This is an optimization exercise on Yosys and OpenROAD, whose aim is small area and a short achievable clock period, not a production implementation. Only simulation tests tie the RTL to the original design; equivalence was not proved. Power and IR drop assume default switching activity.

==> flow/design.v (outline; a module is shown in full before it is edited, if it fits) <==
// module AdderPair: 28 lines
// module Comparator: 6 lines
// module Counter: 16 lines
// module FA: 7 lines
// module HA: 7 lines
// module Multiply16x16: 1789 lines
// module Multiply8x8: 499 lines
// module Tree8x8: 299 lines
// module Add8c: 106 lines
// module Add8: 99 lines
// module Add16: 231 lines
// module CellAOI21: 3 lines
// module CellOAI21: 3 lines
// module CellNAND2: 3 lines
// module CellNOR2: 3 lines
// module CellXOR2: 3 lines
// module CellXNOR2: 3 lines
// module MuxMod: 14 lines
// module PathSegment: 22 lines
// module ChipLevel: 23 lines
module ChipLevel (
   input  logic [15:0] data16_a, data16_b, data16_c, data16_d,
   input  logic [7:0] din_a, din_b,
   input  logic [1:0] sel,
   input  logic clk, cin, rst, start,
   input  logic s1, s2, op,
   output logic [15:0] mux_out, regout,
   output logic [31:0] m32_out,
   output logic cout1, cout2, comp_out1, comp_out2
);
  // ...
==> flow/flow/run.sh <==
#!/bin/bash
# Layout flow: the standard one, except that synthesis keeps the design's FA
# modules as the library's full-adder cell (flow/synth_fa.tcl) and leaves the
# remaining logic to ABC without re-extracting adders from it.  The
# registers must come out exactly as in the standard synthesis (same names
# and cell types); if they do not, the standard synthesis is used instead.
set -uo pipefail
R=orfs/results/$FLOW_PLATFORM/ChipLevel/base

bash standard.sh synth > std_synth.log 2>&1 || exit 1
cp $R/1_2_yosys.v std_1_2_yosys.v

# 2. the synthesis with full-adder cells, in a work folder of its own
MK=$(sed -n 's/^make -C \S* \(.*\) "\${@:-finish}"$/\1/p' standard.sh | sed 's|WORK_HOME=\S*||; s|SYNTH_SCRIPT=\S*||')
read -ra MKARGS <<< "$MK"
make -C "$FLOW_HOME" "${MKARGS[@]}" WORK_HOME="$PWD/orfs_fa" SYNTH_SCRIPT="$PWD/flow/synth_fa.tcl" \
  "SYNTH_KEEP_MODULES=FA HA CellAOI21 CellOAI21 CellNAND2 CellNOR2 CellXOR2 CellXNOR2" "ADDER_MAP_FILE=" synth > fa_synth.log 2>&1
ok=$?
if [[ $ok -eq 0 ]] && python3 flow/same_regs.py std_1_2_yosys.v orfs_fa/results/$FLOW_PLATFORM/ChipLevel/base/1_2_yosys.v > regs_check.log 2>&1; then
  echo "using the full-adder synthesis" > synth_choice.log
  cp orfs_fa/results/$FLOW_PLATFORM/ChipLevel/base/1_2_yosys.v $R/1_2_yosys.v
  rm -f $R/1_synth.odb $R/1_synth.sdc
else
  echo "using the standard synthesis (fa synth exit $ok)" > synth_choice.log
fi

# 3. the rest of the standard flow, with the ORFS settings in flow/make_args.txt
EXTRA=()
if [[ -f flow/make_args.txt ]]; then
  while read -r line; do [[ -n "$line" && "$line" != \#* ]] && EXTRA+=("${line//@FLOW@/$PWD/flow}"); done < flow/make_args.txt
fi
bash standard.sh finish "${EXTRA[@]}" > std_finish.log 2>&1
==> flow/flow/make_args.txt <==
BUFFER_PORTS_ARGS=-buffer_cell sky130_fd_sc_hd__buf_1
POST_GLOBAL_PLACE_TCL=@FLOW@/post_gpl.tcl
DONT_USE_CELLS=sky130_fd_sc_hd__probe_p_8 sky130_fd_sc_hd__probec_p_8 sky130_fd_sc_hd__lpflow_bleeder_1 sky130_fd_sc_hd__lpflow_clkbufkapwr_1 sky130_fd_sc_hd__lpflow_clkbufkapwr_16 sky130_fd_sc_hd__lpflow_clkbufkapwr_2 sky130_fd_sc_hd__lpflow_clkbufkapwr_4 sky130_fd_sc_hd__lpflow_clkbufkapwr_8 sky130_fd_sc_hd__lpflow_clkinvkapwr_1 sky130_fd_sc_hd__lpflow_clkinvkapwr_16 sky130_fd_sc_hd__lpflow_clkinvkapwr_2 sky130_fd_sc_hd__lpflow_clkinvkapwr_4 sky130_fd_sc_hd__lpflow_clkinvkapwr_8 sky130_fd_sc_hd__lpflow_decapkapwr_12 sky130_fd_sc_hd__lpflow_decapkapwr_3 sky130_fd_sc_hd__lpflow_decapkapwr_4 sky130_fd_sc_hd__lpflow_decapkapwr_6 sky130_fd_sc_hd__lpflow_decapkapwr_8 sky130_fd_sc_hd__lpflow_inputiso0n_1 sky130_fd_sc_hd__lpflow_inputiso0p_1 sky130_fd_sc_hd__lpflow_inputiso1n_1 sky130_fd_sc_hd__lpflow_inputiso1p_1 sky130_fd_sc_hd__lpflow_inputisolatch_1 sky130_fd_sc_hd__lpflow_isobufsrc_1 sky130_fd_sc_hd__lpflow_isobufsrc_16 sky130_fd_sc_hd__lpflow_isobufsrc_2 sky130_fd_sc_hd__lpflow_isobufsrc_4 sky130_fd_sc_hd__lpflow_isobufsrc_8 sky130_fd_sc_hd__lpflow_isobufsrckapwr_16 sky130_fd_sc_hd__lpflow_lsbuf_lh_hl_isowell_tap_1 sky130_fd_sc_hd__lpflow_lsbuf_lh_hl_isowell_tap_2 sky130_fd_sc_hd__lpflow_lsbuf_lh_hl_isowell_tap_4 sky130_fd_sc_hd__lpflow_lsbuf_lh_isowell_4 sky130_fd_sc_hd__lpflow_lsbuf_lh_isowell_tap_1 sky130_fd_sc_hd__lpflow_lsbuf_lh_isowell_tap_2 sky130_fd_sc_hd__lpflow_lsbuf_lh_isowell_tap_4  sky130_fd_sc_hd__clkdlybuf4s15_1 sky130_fd_sc_hd__clkdlybuf4s15_2 sky130_fd_sc_hd__clkdlybuf4s18_1 sky130_fd_sc_hd__clkdlybuf4s18_2 sky130_fd_sc_hd__clkdlybuf4s25_1 sky130_fd_sc_hd__clkdlybuf4s25_2 sky130_fd_sc_hd__clkdlybuf4s50_1 sky130_fd_sc_hd__clkdlybuf4s50_2
==> flow/flow/post_gpl.tcl <==
# The standard port buffering gives every port a buf_1 (BUFFER_PORTS_ARGS);
# input ports fan out to many cells, so their buffers become buf_2.
foreach inst [get_cells input*] {
  if {[get_property $inst ref_name] eq "sky130_fd_sc_hd__buf_1"} {
    replace_cell $inst sky130_fd_sc_hd__buf_2
  }
}
==> flow/flow/same_regs.py <==
"""Exit 0 if two netlists have the same flip-flops (instance names and cell types)."""
import re, sys

def regs(path):
    txt = open(path).read()
    return sorted(re.findall(r'(sky130_fd_sc_hd__(?:df|edf|sdf|dl)\w*)\s+(\S+)\s*\(', txt))

a, b = regs(sys.argv[1]), regs(sys.argv[2])
print(len(a), "registers in the standard synthesis,", len(b), "in the other")
if a != b or not a:
    print("differ:", sorted(set(a) ^ set(b))[:20])
    sys.exit(1)
print("same")
==> flow/flow/synth_fa.tcl <==
# synth_recipe.tcl with one change: the small gate modules of the design (FA,
# HA and the Cell* gates), kept as hierarchy through SYNTH_KEEP_MODULES,
# become the library's matching cells instead of being flattened and
# re-synthesized, so the adders keep the structure the RTL gives them.
proc synth {args} { yosys synth -nofsm -noshare {*}$args }
source $::env(SCRIPTS_DIR)/synth.tcl
foreach {m c} {
  FA        sky130_fd_sc_hd__fa_1
  HA        sky130_fd_sc_hd__ha_1
  CellAOI21 sky130_fd_sc_hd__a21oi_1
  CellOAI21 sky130_fd_sc_hd__o21ai_1
  CellNAND2 sky130_fd_sc_hd__nand2_1
  CellNOR2  sky130_fd_sc_hd__nor2_1
  CellXOR2  sky130_fd_sc_hd__xor2_1
  CellXNOR2 sky130_fd_sc_hd__xnor2_1
} {
  if {[lsearch -exact $::env(SYNTH_KEEP_MODULES) $m] >= 0} {
    chtype -set $c t:$m
    delete $m
  }
}
# left out here: clear keep_hierarchy, flatten, clean up
# a gate module whose ports do not match its cell would leave nets undriven
check -assert
# left out here: hide names made inside functions
tee -o $::env(REPORTS_DIR)/synth_stat_fa.txt stat {*}$lib_args
# left out here: write 1_2_yosys.v
==> flow/standard.sh <==
#!/bin/bash
# synth_recipe.tcl (not shown) runs the flow's synth.tcl, then flattens the netlist and writes it again
# the make line also repeats each setting of config.mk as NAME=value (left out here)
make -C /OpenROAD-flow-scripts/flow DESIGN_CONFIG=/design/flow/config.mk WORK_HOME=/design/flow/orfs CLKGATE_MAP_FILE= SYNTH_SCRIPT=/design/flow/synth_recipe.tcl "${@:-finish}"
==> flow/config.mk <==
export PLATFORM = sky130hd
export DESIGN_NAME = ChipLevel
export DESIGN_NICKNAME = ChipLevel
export VERILOG_FILES = /design/flow/design.v
export SDC_FILE = /design/flow/constraint.sdc
export NUM_CORES = 4
export LEC_CHECK = 0
export CAP_MARGIN = 20
export CORE_MARGIN = 2
export CORE_UTILIZATION = 60
export SETUP_SLACK_MARGIN = 4.2
export SLEW_MARGIN = 20
export TNS_END_PERCENT = 0
==> flow/constraint.sdc <==
create_clock -name core_clock -period 8.0 [get_ports {clk}]
set_input_delay 1.6000 -clock core_clock [delete_from_list [all_inputs] [get_ports {clk}]]
set_output_delay 1.6000 -clock core_clock [all_outputs]
set_load 0.01 [all_outputs]
==> metrics.csv, run 1 <==
metric,value,unit
status,timing/DRC/antenna clean,
largest_class,multi-input combinational cells,
core_area,0.0276,sq mm
p_per_area,285,mW/mm^2
antennaDiodeCount,0,
p_comb_share,56.1,%
crit_top_cell,fa_1,
root_buffer,clkbuf_16,
critical-path-slowest-cell,fa_1,
rsz0062_at_grt,yes,
max_stage_delay,0.59,ns
area.sequential,0.00414,sq mm
clk_pin_slew,0.08,ns
multi_input_cells,1315,
pg_comb,2.95,mW
seqPwrFrac,27.6,%
start_util,60.7,%
tritoncts,done,
clkCellAreaFrac,3.24,%
seq_share,22.4,%
cp.arrival,4.73,ns
timing.rr.end,u7.REGOUT[15],
dr_wl_met2,19700,um
ir_drop,0.000159,V
clock-sinks,191,
dp_hpwl,30800,um
seq_cell_count,191,
postCtsHoldBufs,0,
drv_slew,0,
rows,61,
holdPathEnd,u1.ad16[1],
seq_power,1.45,mW
firstDrtPassIters,5,
num-nonclk-inverters,104,
finalNonFillerCells,2231,
drt-initial-drc-count,818,
final_common_cell,nand2_1,
die-area,0.0293,sq mm
==> run 2, diff against run 1 <==
--- a/flow/config.mk
+++ b/flow/config.mk
@@ -9,4 +9,4 @@
 export CORE_MARGIN = 2
-export CORE_UTILIZATION = 60
-export SETUP_SLACK_MARGIN = 4.2
+export CORE_UTILIZATION = 70
+export SETUP_SLACK_MARGIN = 3.9
 export SLEW_MARGIN = 20
==> run 2 against run 1 <==
- area after synthesis did not move
- highest routed layer unchanged
- clock power increased by 9.0%
- sequential cell count unchanged
- critical path type unchanged
- non-clock buffer count down 7
- first-iteration DRC count is 18% higher
- largest power group unchanged
- synthesized cell count stayed put
- wire length is 0.52% higher
- global-route usage is 3.9 points higher
- clock-buffer cell count is the same
- hold slack gained 0.0030 ns
- still clean
- core utilization up 12 points
- via count grew 3.7%
==> metrics.csv, run 2 <==
metric,value,unit,change
worst_pin_slew,0.918,ns,was 0.925 ns
grt_pass1_vias,13200,,was 12700
max_stage_delay,0.56,ns,was 0.59 ns
numPortBuffers,156,,unchanged
ios,157,,unchanged
root_buffer,clkbuf_16,,unchanged
slew_headroom,38.8,%,was 38.3%
ir_drop,0.000187,V,was 0.000159 V
worstSetupStartpointType,primary input,,unchanged
hold_slack,0.330,ns,was 0.327 ns
fin_skew,0.00962,ns,was 0.0109 ns
power.leakage,7.18,nW,was 7.15 nW
vias_per_cell,5.79,,was 5.42
syn_area,0.0168,sq mm,unchanged
place_area,0.0173,sq mm,was 0.0174 sq mm
nets,2229,,was 2236
wl_per_cell,18.4,um,was 17.8 um
core_area,0.0235,sq mm,was 0.0276 sq mm
drt-initial-drc-count,963,,was 818
drt.antenna.violating_nets,0,,unchanged
clk_latency,0.44,ns,about the same
h-tree-depth,4,,unchanged
grt_use_met1,40.9,%,was 37.9%
syn-instance-count,1760,,unchanged
layout_common_cells,"nand2_1, fa_1, dfxtp_1",,unchanged
postCtsHoldBufs,0,,unchanged
max_freq,227,MHz,was 226 MHz
clock-sinks,191,,unchanged
finalCritPeriodShare,55.0,%,was 55.3%
critical_path.max_fanout,5,,was 10
cp_data_required_time,8.31,ns,about the same
critical-path-slowest-cell,fa_1,,unchanged
num-fill-cells,1592,,was 2315
overflow,0,,unchanged
setup_viol,0,,unchanged
busiest_layer,met2,,unchanged
rows,56,,was 61
path_class,primary input to flip-flop,,unchanged
path_cells,"buf_4, nand2_1, fa_1, fa_1, fa_1, fa_1, fa_1, or3_1",,"was buf_8, nand2_1, fa_2, fa_1, fa_1, fa_1, fa_1, fa_1"
antenna_found_initial,0,,unchanged
clk_pin_slew,0.08,ns,about the same
die-area,0.0252,sq mm,was 0.0293 sq mm
drv_slew,0,,unchanged
grt_max_degree,40,,unchanged
cts_inserted_buffers,17,,unchanged
cap_viol_max_count,0,,unchanged
grt_first_pass_wirelength,65000,um,was 64200 um
synth_nets,2156,,unchanged
place_ws,2.70,ns,was 2.62 ns
grt_util_met2,56.4,%,was 48.6%
cp.arrival,4.71,ns,was 4.73 ns
dp_hpwl,29600,um,was 30800 um
rsz0062_at_grt,yes,,unchanged
via_count,12500,,was 12100
syn_area_per_cell,9.54,sq um,unchanged
die_y,159,um,was 171 um
drcViolationCount,0,,unchanged
drive_above_1_share,13.8,%,was 14.1%
final_common_cell,nand2_1,,unchanged
final_area,0.0184,sq mm,was 0.0185 sq mm
syn2layout_area_growth,9.92,%,was 10.0%
fin_tns_setup,0,ns,unchanged
cts_buffer_depth,2,,unchanged
crit_top_cell,fa_1,,unchanged
met3_usage,5.98,%,was 4.97%
antennaDiodeCount,0,,unchanged
end_kind,flip-flop,,unchanged
grt.total_usage,32.6,%,was 28.7%
hold_viol,0,,unchanged
yosys_warnings,6,,unchanged
start_util,71.5,%,was 60.7%
wirelength,39900,um,was 39700 um
firstDrtPassIters,6,,was 5
period_minus_slack,4.40,ns,was 4.42 ns
p_per_area,291,mW/mm^2,was 285 mW/mm^2
tritoncts,done,,unchanged
status,timing/DRC/antenna clean,,unchanged
p_total,5.36,mW,was 5.26 mW
dieWidth,159,um,was 171 um
setup_slack,3.60,ns,was 3.58 ns
hold_path.class,flip-flop to flip-flop,,unchanged
## run 2: cell count changes in the layout (fill, tap and decap cells not counted), sizes merged
cell    before  now
bufinv       0    2
buf        201  199
inv        114  112
clkbuf      28   23
## run 2: path summary, 6_finish.rpt
kind	start	to	slack, ns	cells after the start
min	u1.lo1[3]	u1.ad16[3]	0.33	0
max	data16_b[14]	u5.q0_17	3.60	8
min reg2reg	u1.lo1[3]	u1.ad16[3]	0.33	0
max reg2reg	u7.BDATA[4]	u7.REGOUT[15]	3.76	13
## run 2: report_power, final
part	internal (mW)	leakage (nW)	total (mW)	switching, mW
Sequential	1.28	1.66	1.45	0.172
Combinational	1.29	5.20	2.97	1.69
Clock	0.506	0.323	0.940	0.434
## run 2: layout make-up
type,instances,area (sq um),area share (%)
sequential,191,4140,22.5
clock inverter,14,210,1.14
inverter,104,390,2.12
clock buffer,18,450,2.44
tap,319,399,2.16
timing repair buffer,204,1230,6.69
multi-input combinational,1315,11600,63.0
## run 2: metal layers
metal | vias to the layer above | part of all wire (%)
met4 | 0 | 3.3
met2 | 563 | 50
met1 | 6236 | 39
met5 | - | 0
li1 | 5631 | -
met3 | 114 | 7.5
## run 2: metrics by stage
stage / util (%) / cells
floorplan: - / 1760
global placement: 73.3 / 2115
detailed placement: 73.7 / 2115
CTS: 77.9 / 2149
global route: 78.6 / 2165
finish: 78.6 / 2165
## run 2: timing repair
action / 4_1_cts / 5_1_grt
pin swaps: 5 / 6
setup endpoints to repair: 76 / 74
buffers inserted: 2 / 16
hold endpoints to repair: 0 / 0
resized for setup: 108 / 24
## run 2: worst max-delay path: cells and delay by family
kind / cells / cell delay [ns]
adder cells (fa/ha/maj): 5 / 2.45
buffers and inverters: 1 / 0.15
AND/OR/NAND/NOR: 2 / 0.50
==> run 3, diff against run 2 <==
--- a/flow/flow/make_args.txt
+++ b/flow/flow/make_args.txt
@@ -3 +3,2 @@
 DONT_USE_CELLS=sky130_fd_sc_hd__probe_p_8 sky130_fd_sc_hd__probec_p_8 sky130_fd_sc_hd__lpflow_bleeder_1 sky130_fd_sc_hd__lpflow_clkbufkapwr_1 sky130_fd_sc_hd__lpflow_clkbufkapwr_16 sky130_fd_sc_hd__lpflow_clkbufkapwr_2 sky130_fd_sc_hd__lpflow_clkbufkapwr_4 sky130_fd_sc_hd__lpflow_clkbufkapwr_8 sky130_fd_sc_hd__lpflow_clkinvkapwr_1 sky130_fd_sc_hd__lpflow_clkinvkapwr_16 sky130_fd_sc_hd__lpflow_clkinvkapwr_2 sky130_fd_sc_hd__lpflow_clkinvkapwr_4 sky130_fd_sc_hd__lpflow_clkinvkapwr_8 sky130_fd_sc_hd__lpflow_decapkapwr_12 sky130_fd_sc_hd__lpflow_decapkapwr_3 sky130_fd_sc_hd__lpflow_decapkapwr_4 sky130_fd_sc_hd__lpflow_decapkapwr_6 sky130_fd_sc_hd__lpflow_decapkapwr_8 sky130_fd_sc_hd__lpflow_inputiso0n_1 sky130_fd_sc_hd__lpflow_inputiso0p_1 sky130_fd_sc_hd__lpflow_inputiso1n_1 sky130_fd_sc_hd__lpflow_inputiso1p_1 sky130_fd_sc_hd__lpflow_inputisolatch_1 sky130_fd_sc_hd__lpflow_isobufsrc_1 sky130_fd_sc_hd__lpflow_isobufsrc_16 sky130_fd_sc_hd__lpflow_isobufsrc_2 sky130_fd_sc_hd__lpflow_isobufsrc_4 sky130_fd_sc_hd__lpflow_isobufsrc_8 sky130_fd_sc_hd__lpflow_isobufsrckapwr_16 sky130_fd_sc_hd__lpflow_lsbuf_lh_hl_isowell_tap_1 sky130_fd_sc_hd__lpflow_lsbuf_lh_hl_isowell_tap_2 sky130_fd_sc_hd__lpflow_lsbuf_lh_hl_isowell_tap_4 sky130_fd_sc_hd__lpflow_lsbuf_lh_isowell_4 sky130_fd_sc_hd__lpflow_lsbuf_lh_isowell_tap_1 sky130_fd_sc_hd__lpflow_lsbuf_lh_isowell_tap_2 sky130_fd_sc_hd__lpflow_lsbuf_lh_isowell_tap_4  sky130_fd_sc_hd__clkdlybuf4s15_1 sky130_fd_sc_hd__clkdlybuf4s15_2 sky130_fd_sc_hd__clkdlybuf4s18_1 sky130_fd_sc_hd__clkdlybuf4s18_2 sky130_fd_sc_hd__clkdlybuf4s25_1 sky130_fd_sc_hd__clkdlybuf4s25_2 sky130_fd_sc_hd__clkdlybuf4s50_1 sky130_fd_sc_hd__clkdlybuf4s50_2
+RECOVER_POWER=50
--- a/flow/config.mk
+++ b/flow/config.mk
@@ -9,3 +9,3 @@
 export CORE_MARGIN = 2
-export CORE_UTILIZATION = 70
+export CORE_UTILIZATION = 60
 export SETUP_SLACK_MARGIN = 3.9
==> run 3 against run 2 <==
- critical path depth increased by 2
- the layout now fails its checks (max-capacitance violations, max-slew violations)
- sequential share of layout area hardly changed
- core utilization down 12 points
- die area is 16% higher
- critical path type unchanged
- clock power down 8.4%
- synthesized cell count unchanged
- non-clock buffer count rose by 7
- worst setup slack worse by 0.79 ns
- largest cell class unchanged
- wire length is 0.57% lower
- cell count up 3.0%
- area after synthesis unchanged
- hold slack got worse by 0.0035 ns
==> metrics.csv, run 3 <==
metric,value,unit,change
hold_slack,0.326,ns,was 0.330 ns
num-fill-cells,2325,,was 1592
root_buffer,clkbuf_16,,unchanged
rsz0062_at_grt,yes,,unchanged
drive_above_1_share,13.4,%,was 13.8%
setup_slack,2.81,ns,was 3.60 ns
critical_path.max_fanout,10,,was 5
nets,2236,,was 2229
so_faults,"max-capacitance violations, max-slew violations",,
firstDrtPassIters,5,,was 6
finalCritPeriodShare,64.9,%,was 55.0%
grt_max_degree,40,,unchanged
place_ws,2.62,ns,was 2.70 ns
max_freq,193,MHz,was 227 MHz
drv_slew,75,,was 0
hold_path_depth,0,,unchanged
power.leakage,7.11,nW,was 7.18 nW
syn2layout_area_growth,9.83,%,was 9.92%
ios,157,,unchanged
grt_pass1_vias,12700,,was 13200
h-tree-depth,4,,unchanged
hold_viol,0,,unchanged
cap_viol_max_count,2,,was 0
drt.antenna.violating_nets,0,,unchanged
antenna_found_initial,0,,unchanged
dieWidth,171,um,was 159 um
cts_inserted_buffers,17,,unchanged
syn_area_per_cell,9.54,sq um,unchanged
cp_data_required_time,8.30,ns,was 8.31 ns
numPortBuffers,156,,unchanged
layout_common_cells,"nand2_1, fa_1, dfxtp_1",,unchanged
period_minus_slack,5.19,ns,was 4.40 ns
die_y,171,um,was 159 um
wl_per_cell,17.8,um,was 18.4 um
yosys_warnings,6,,unchanged
timing.rr.end,u7.REGOUT[15],,unchanged
holdPathEnd,u1.ad16[1],,was u1.ad16[3]
slew_headroom,-32.4,%,was 38.8%
fin_skew,0.0103,ns,was 0.00962 ns
fin_tns_setup,0,ns,unchanged
worstSetupStartpointType,primary input,,unchanged
end_kind,flip-flop,,unchanged
synth_nets,2156,,unchanged
syn_area,0.0168,sq mm,unchanged
start_util,60.7,%,was 71.5%
fin_util,66.7,%,was 78.6%
drt-initial-drc-count,751,,was 963
cts_buffer_depth,2,,unchanged
die-area,0.0293,sq mm,was 0.0252 sq mm
wirelength,39600,um,was 39900 um
worstRegToRegCells,13,,unchanged
worst_pin_slew,1.99,ns,was 0.918 ns
clk_pin_slew,0.08,ns,about the same
finalNonFillerCells,2231,,was 2165
r2r-start,u7.ADATA[0],,was u7.BDATA[4]
grt_first_pass_wirelength,64200,um,was 65000 um
final_common_cell,nand2_1,,unchanged
hold_path.class,flip-flop to flip-flop,,unchanged
placed_cells,2180,,was 2115
drcViolationCount,0,,unchanged
ir_drop,0.000159,V,was 0.000187 V
antennaDiodeCount,0,,unchanged
vias_per_cell,5.44,,was 5.79
rows,61,,was 56
setup_viol,0,,unchanged
hold_start,u1.lo1[1],,was u1.lo1[3]
cp.arrival,5.49,ns,was 4.71 ns
status,finished with violations,,was timing/DRC/antenna clean
clock-sinks,191,,unchanged
core_area,0.0276,sq mm,was 0.0235 sq mm
path_class,primary input to flip-flop,,unchanged
clk_latency,0.44,ns,about the same
p_per_area,285,mW/mm^2,was 291 mW/mm^2
reg2reg_slack,3.77,ns,was 3.76 ns
via_count,12100,,was 12500
grt.total_usage,28.7,%,was 32.6%
tritoncts,done,,unchanged
dp_hpwl,30800,um,was 29600 um
syn-instance-count,1760,,unchanged
overflow,0,,unchanged
-- run 3: changes by cell type in the layout (fill, tap and decap cells not counted), sizes merged --
cell	before	now
bufinv	2	0
clkbuf	23	35
inv	112	114
buf	199	194
-- run 3: critical path, stage by stage --
cell,delay (ns)
clkbuf_1,0.52
clkbuf_1,0.50
nand2_1,0.15
fa_2,0.37
fa_2,0.36
fa_2,0.38
fa_2,0.35
fa_1,0.45
fa_2,0.35
fa_1,0.45
-- run 3: per-stage QoR --
| stage | power (mW) | instance area (sq um) |
|---|---|---|
| 3_5_place_dp | 4.36 | 17400 |
| 3_3_place_gp | 4.29 | 17300 |
| 6_report | 5.26 | 18400 |
| 2_1_floorplan | 3.91 | 17100 |
| 5_1_grt | 5.76 | 18400 |
| 4_1_cts | 5.27 | 18300 |
-- run 3: worst max path at each step --
stage | startpoint | endpoint | cells after the start
after floorplan | data16_a[10] | u5.q1_17 | 9
after global placement | data16_b[6] | u5.q1_17 | 10
after detailed placement | data16_b[6] | u5.q1_17 | 10
after CTS | data16_a[3] | u5.q1_17 | 8
after global routing | data16_a[8] | u5.q1_17 | 10
final | data16_a[8] | u5.q1_17 | 10
-- run 3: power breakdown --
part	switching, mW	internal [mW]	total [mW]
logic	1.66	1.28	2.95
registers	0.173	1.28	1.45
clock network	0.429	0.432	0.861
-- run 3: layer usage --
| metal | GRT usage, % | vias up | wire (um) |
|---|---|---|---|
| met2 | 48.6 | 387 | 19700 |
| li1 | - | 5631 | - |
| met3 | 4.97 | 67 | 2310 |
| met5 | 0 | - | 0 |
| met1 | 37.9 | 6047 | 16700 |
| met4 | 8.95 | 0 | 937 |
-- run 3: area by class of cell --
type | instances | area (sq um) | share of cell area, %
flip-flops and latches | 191 | 4140 | 22.5
clock inverters | 14 | 159 | 0.862
repair buffers | 211 | 1180 | 6.42
clock buffers | 18 | 439 | 2.38
inverters | 104 | 390 | 2.12
multi-input cells | 1315 | 11600 | 63.2
well taps | 378 | 473 | 2.57
-- run 3: timing repair --
action                     4_1_cts  5_1_grt
gates cloned                     0        0
pin swaps                        6       10
hold buffers                     0        0
setup buffers                    1       18
setup endpoints to repair       77       76
gates resized for setup         97       32
==> run 4, diff against run 3 <==
--- a/flow/flow/make_args.txt
+++ b/flow/flow/make_args.txt
@@ -3,2 +3 @@
 DONT_USE_CELLS=sky130_fd_sc_hd__probe_p_8 sky130_fd_sc_hd__probec_p_8 sky130_fd_sc_hd__lpflow_bleeder_1 sky130_fd_sc_hd__lpflow_clkbufkapwr_1 sky130_fd_sc_hd__lpflow_clkbufkapwr_16 sky130_fd_sc_hd__lpflow_clkbufkapwr_2 sky130_fd_sc_hd__lpflow_clkbufkapwr_4 sky130_fd_sc_hd__lpflow_clkbufkapwr_8 sky130_fd_sc_hd__lpflow_clkinvkapwr_1 sky130_fd_sc_hd__lpflow_clkinvkapwr_16 sky130_fd_sc_hd__lpflow_clkinvkapwr_2 sky130_fd_sc_hd__lpflow_clkinvkapwr_4 sky130_fd_sc_hd__lpflow_clkinvkapwr_8 sky130_fd_sc_hd__lpflow_decapkapwr_12 sky130_fd_sc_hd__lpflow_decapkapwr_3 sky130_fd_sc_hd__lpflow_decapkapwr_4 sky130_fd_sc_hd__lpflow_decapkapwr_6 sky130_fd_sc_hd__lpflow_decapkapwr_8 sky130_fd_sc_hd__lpflow_inputiso0n_1 sky130_fd_sc_hd__lpflow_inputiso0p_1 sky130_fd_sc_hd__lpflow_inputiso1n_1 sky130_fd_sc_hd__lpflow_inputiso1p_1 sky130_fd_sc_hd__lpflow_inputisolatch_1 sky130_fd_sc_hd__lpflow_isobufsrc_1 sky130_fd_sc_hd__lpflow_isobufsrc_16 sky130_fd_sc_hd__lpflow_isobufsrc_2 sky130_fd_sc_hd__lpflow_isobufsrc_4 sky130_fd_sc_hd__lpflow_isobufsrc_8 sky130_fd_sc_hd__lpflow_isobufsrckapwr_16 sky130_fd_sc_hd__lpflow_lsbuf_lh_hl_isowell_tap_1 sky130_fd_sc_hd__lpflow_lsbuf_lh_hl_isowell_tap_2 sky130_fd_sc_hd__lpflow_lsbuf_lh_hl_isowell_tap_4 sky130_fd_sc_hd__lpflow_lsbuf_lh_isowell_4 sky130_fd_sc_hd__lpflow_lsbuf_lh_isowell_tap_1 sky130_fd_sc_hd__lpflow_lsbuf_lh_isowell_tap_2 sky130_fd_sc_hd__lpflow_lsbuf_lh_isowell_tap_4  sky130_fd_sc_hd__clkdlybuf4s15_1 sky130_fd_sc_hd__clkdlybuf4s15_2 sky130_fd_sc_hd__clkdlybuf4s18_1 sky130_fd_sc_hd__clkdlybuf4s18_2 sky130_fd_sc_hd__clkdlybuf4s25_1 sky130_fd_sc_hd__clkdlybuf4s25_2 sky130_fd_sc_hd__clkdlybuf4s50_1 sky130_fd_sc_hd__clkdlybuf4s50_2
-RECOVER_POWER=50
==> run 4 against run 3 <==
- now clean on timing, DRC and antenna
- clock-buffer cell count unchanged
- sequential power about the same
- die area unchanged
- critical path type unchanged
==> metrics.csv, run 4 <==
metric,value,unit,change
status,timing/DRC/antenna clean,,was finished with violations
grt_pass1_vias,12700,,unchanged
cts_buffer_depth,2,,unchanged
clock-sinks,191,,unchanged
via_count,12100,,about the same
wirelength,39700,um,was 39600 um
dp_hpwl,30800,um,unchanged
clk_latency,0.44,ns,about the same
vias_per_cell,5.42,,was 5.44
syn_area,0.0168,sq mm,unchanged
nets,2236,,unchanged
h-tree-depth,4,,unchanged
slew_headroom,38.3,%,was -32.4%
clk_pin_slew,0.08,ns,about the same
drv_slew,0,,was 75
fin_skew,0.0109,ns,was 0.0103 ns
drt.antenna.violating_nets,0,,unchanged
drcViolationCount,0,,unchanged
period_minus_slack,4.42,ns,was 5.19 ns
fin_util,66.8,%,was 66.7%
fin_tns_setup,0,ns,unchanged
rsz0062_at_grt,yes,,unchanged
critical_path.max_fanout,10,,unchanged
die-area,0.0293,sq mm,unchanged
path_class,primary input to flip-flop,,unchanged
yosys_warnings,6,,unchanged
grt.total_usage,28.7,%,unchanged
power.leakage,7.15,nW,was 7.11 nW
ir_drop,0.000159,V,about the same
postCtsHoldBufs,0,,unchanged
finalCritPeriodShare,55.3,%,was 64.9%
p_comb_share,56.1,%,was 56.0%
antenna_found_initial,0,,unchanged
hold_path_depth,0,,unchanged
start_util,60.7,%,unchanged
hold_path.class,flip-flop to flip-flop,,unchanged
end_kind,flip-flop,,unchanged
overflow,0,,unchanged
internal_power,2.99,mW,about the same
worst_pin_slew,0.925,ns,was 1.99 ns
p_per_area,285,mW/mm^2,about the same
cp.arrival,4.73,ns,was 5.49 ns
firstDrtPassIters,5,,unchanged
core_area,0.0276,sq mm,unchanged
grt_first_pass_wirelength,64200,um,unchanged
tritoncts,done,,unchanged
cp_data_required_time,8.31,ns,was 8.30 ns
hold_viol,0,,unchanged
cap_viol_max_count,0,,was 2
drive_above_1_share,14.1,%,was 13.4%
root_buffer,clkbuf_16,,unchanged
syn-instance-count,1760,,unchanged
layout_common_cells,"nand2_1, fa_1, dfxtp_1",,unchanged
max_freq,226,MHz,was 193 MHz
syn_area_per_cell,9.54,sq um,unchanged
worstRegToRegCells,13,,unchanged
synth_nets,2156,,unchanged
numPortBuffers,156,,unchanged
switching_share,43.1,%,about the same
setup_viol,0,,unchanged
wl_per_cell,17.8,um,about the same
drt-initial-drc-count,818,,was 751
dieWidth,171,um,unchanged
ios,157,,unchanged
worstSetupStartpointType,primary input,,unchanged
die_y,171,um,unchanged
syn2layout_area_growth,10.0,%,was 9.83%
seqPwrFrac,27.6,%,about the same
final_common_cell,nand2_1,,unchanged
antennaDiodeCount,0,,unchanged
rows,61,,unchanged
power_frac_clock,16.4,%,about the same
grt_max_degree,40,,unchanged
p_switching,2.27,mW,about the same
cts_inserted_buffers,17,,unchanged
## run 4: final timing paths
kind | slack (ns) | start | to
worst min register to register | 0.33 | u1.lo1[1] | u1.ad16[1]
worst max-delay path | 3.58 | data16_b[3] | u5.q1_17
worst min-delay path | 0.33 | u1.lo1[1] | u1.ad16[1]
worst max register to register | 3.80 | u7.BDATA[4] | u7.REGOUT[15]
## run 4: power groups by stage
stage | clock network (mW) | registers (mW) | logic [mW]
2_1_floorplan | 0 | 1.43 | 2.48
5_1_grt | 0.920 | 1.48 | 3.36
3_3_place_gp | 0 | 1.46 | 2.82
6_report | 0.862 | 1.45 | 2.95
3_5_place_dp | 0 | 1.47 | 2.89
4_1_cts | 0.882 | 1.45 | 2.94
## run 4: per-layer routing
metal	vias to the layer above	track usage, %	part of all wire [%]
met5	-	0	0
li1	5634	-	-
met2	382	48.6	50
met1	6015	37.9	42
met4	0	8.95	2.3
met3	62	4.97	5.5
## run 4: critical path: stages
cell	delay [ns]
buf_8	0.13
nand2_1	0.09
fa_2	0.41
fa_1	0.59
fa_1	0.45
fa_1	0.53
fa_1	0.44
fa_1	0.48
## run 4: through the flow
step	setup WS, ns	total power, mW	hold WS, ns	cell area [sq um]	std cells
2_1_floorplan	3.15	3.91	0.310	17100	1760
3_3_place_gp	2.48	4.29	0.311	17300	2180
3_5_place_dp	2.62	4.36	0.315	17400	2180
4_1_cts	3.59	5.27	0.326	18300	2213
5_1_grt	3.53	5.76	0.332	18500	2231
6_report	3.58	5.26	0.327	18500	2231
## run 4: final cells by class
class                   instances  area, sq um
clock buffers                  18          439
clock inverters                14          159
fillers                      2315         9160
inverters                     104          390
multi-input cells            1315        11600
flip-flops and latches        191         4140
well taps                     378          473
repair buffers                211         1210
## run 4: repair_timing
item | 4_1_cts | 5_1_grt
pin swaps | 6 | 10
setup buffers | 1 | 18
setup endpoints to repair | 77 | 76
gates resized for setup | 97 | 32

==> port drivers added, routing unchanged <==
The results above use ideal ports. As a check the final layouts listed here were re-extracted and re-timed, cells and wires unchanged. Step 1 assumes that a clkbuf_16 drives the clock port and a buf_2 every other input. Step 2 adds t to the input delays and takes it off the output delays; t is the mean of the earliest and latest rising clock arrival at the registers after step 1. Input paths then give back, and output paths get back, about the clock's delay inside the block. Slacks: ideal / step 1 / step 2; pairs: ideal / step 1.
run	shift t [ns]	slack for setup (ns)	worst setup path after step 2	pins driven straight from the clock port
run 1	0.486	3.578 / 3.575 / 3.089	input to register	1
run 2	0.485	3.603 / 3.592 / 3.107	input to register	1
run 3	0.485	2.812 / 2.808 / 2.323	input to register	1
run 4	0.486	3.578 / 3.575 / 3.089	input to register	1
For run 2, which loses most, drivers alone change the setup slack by -0.011 ns; drivers and shift together by -0.496 ns.
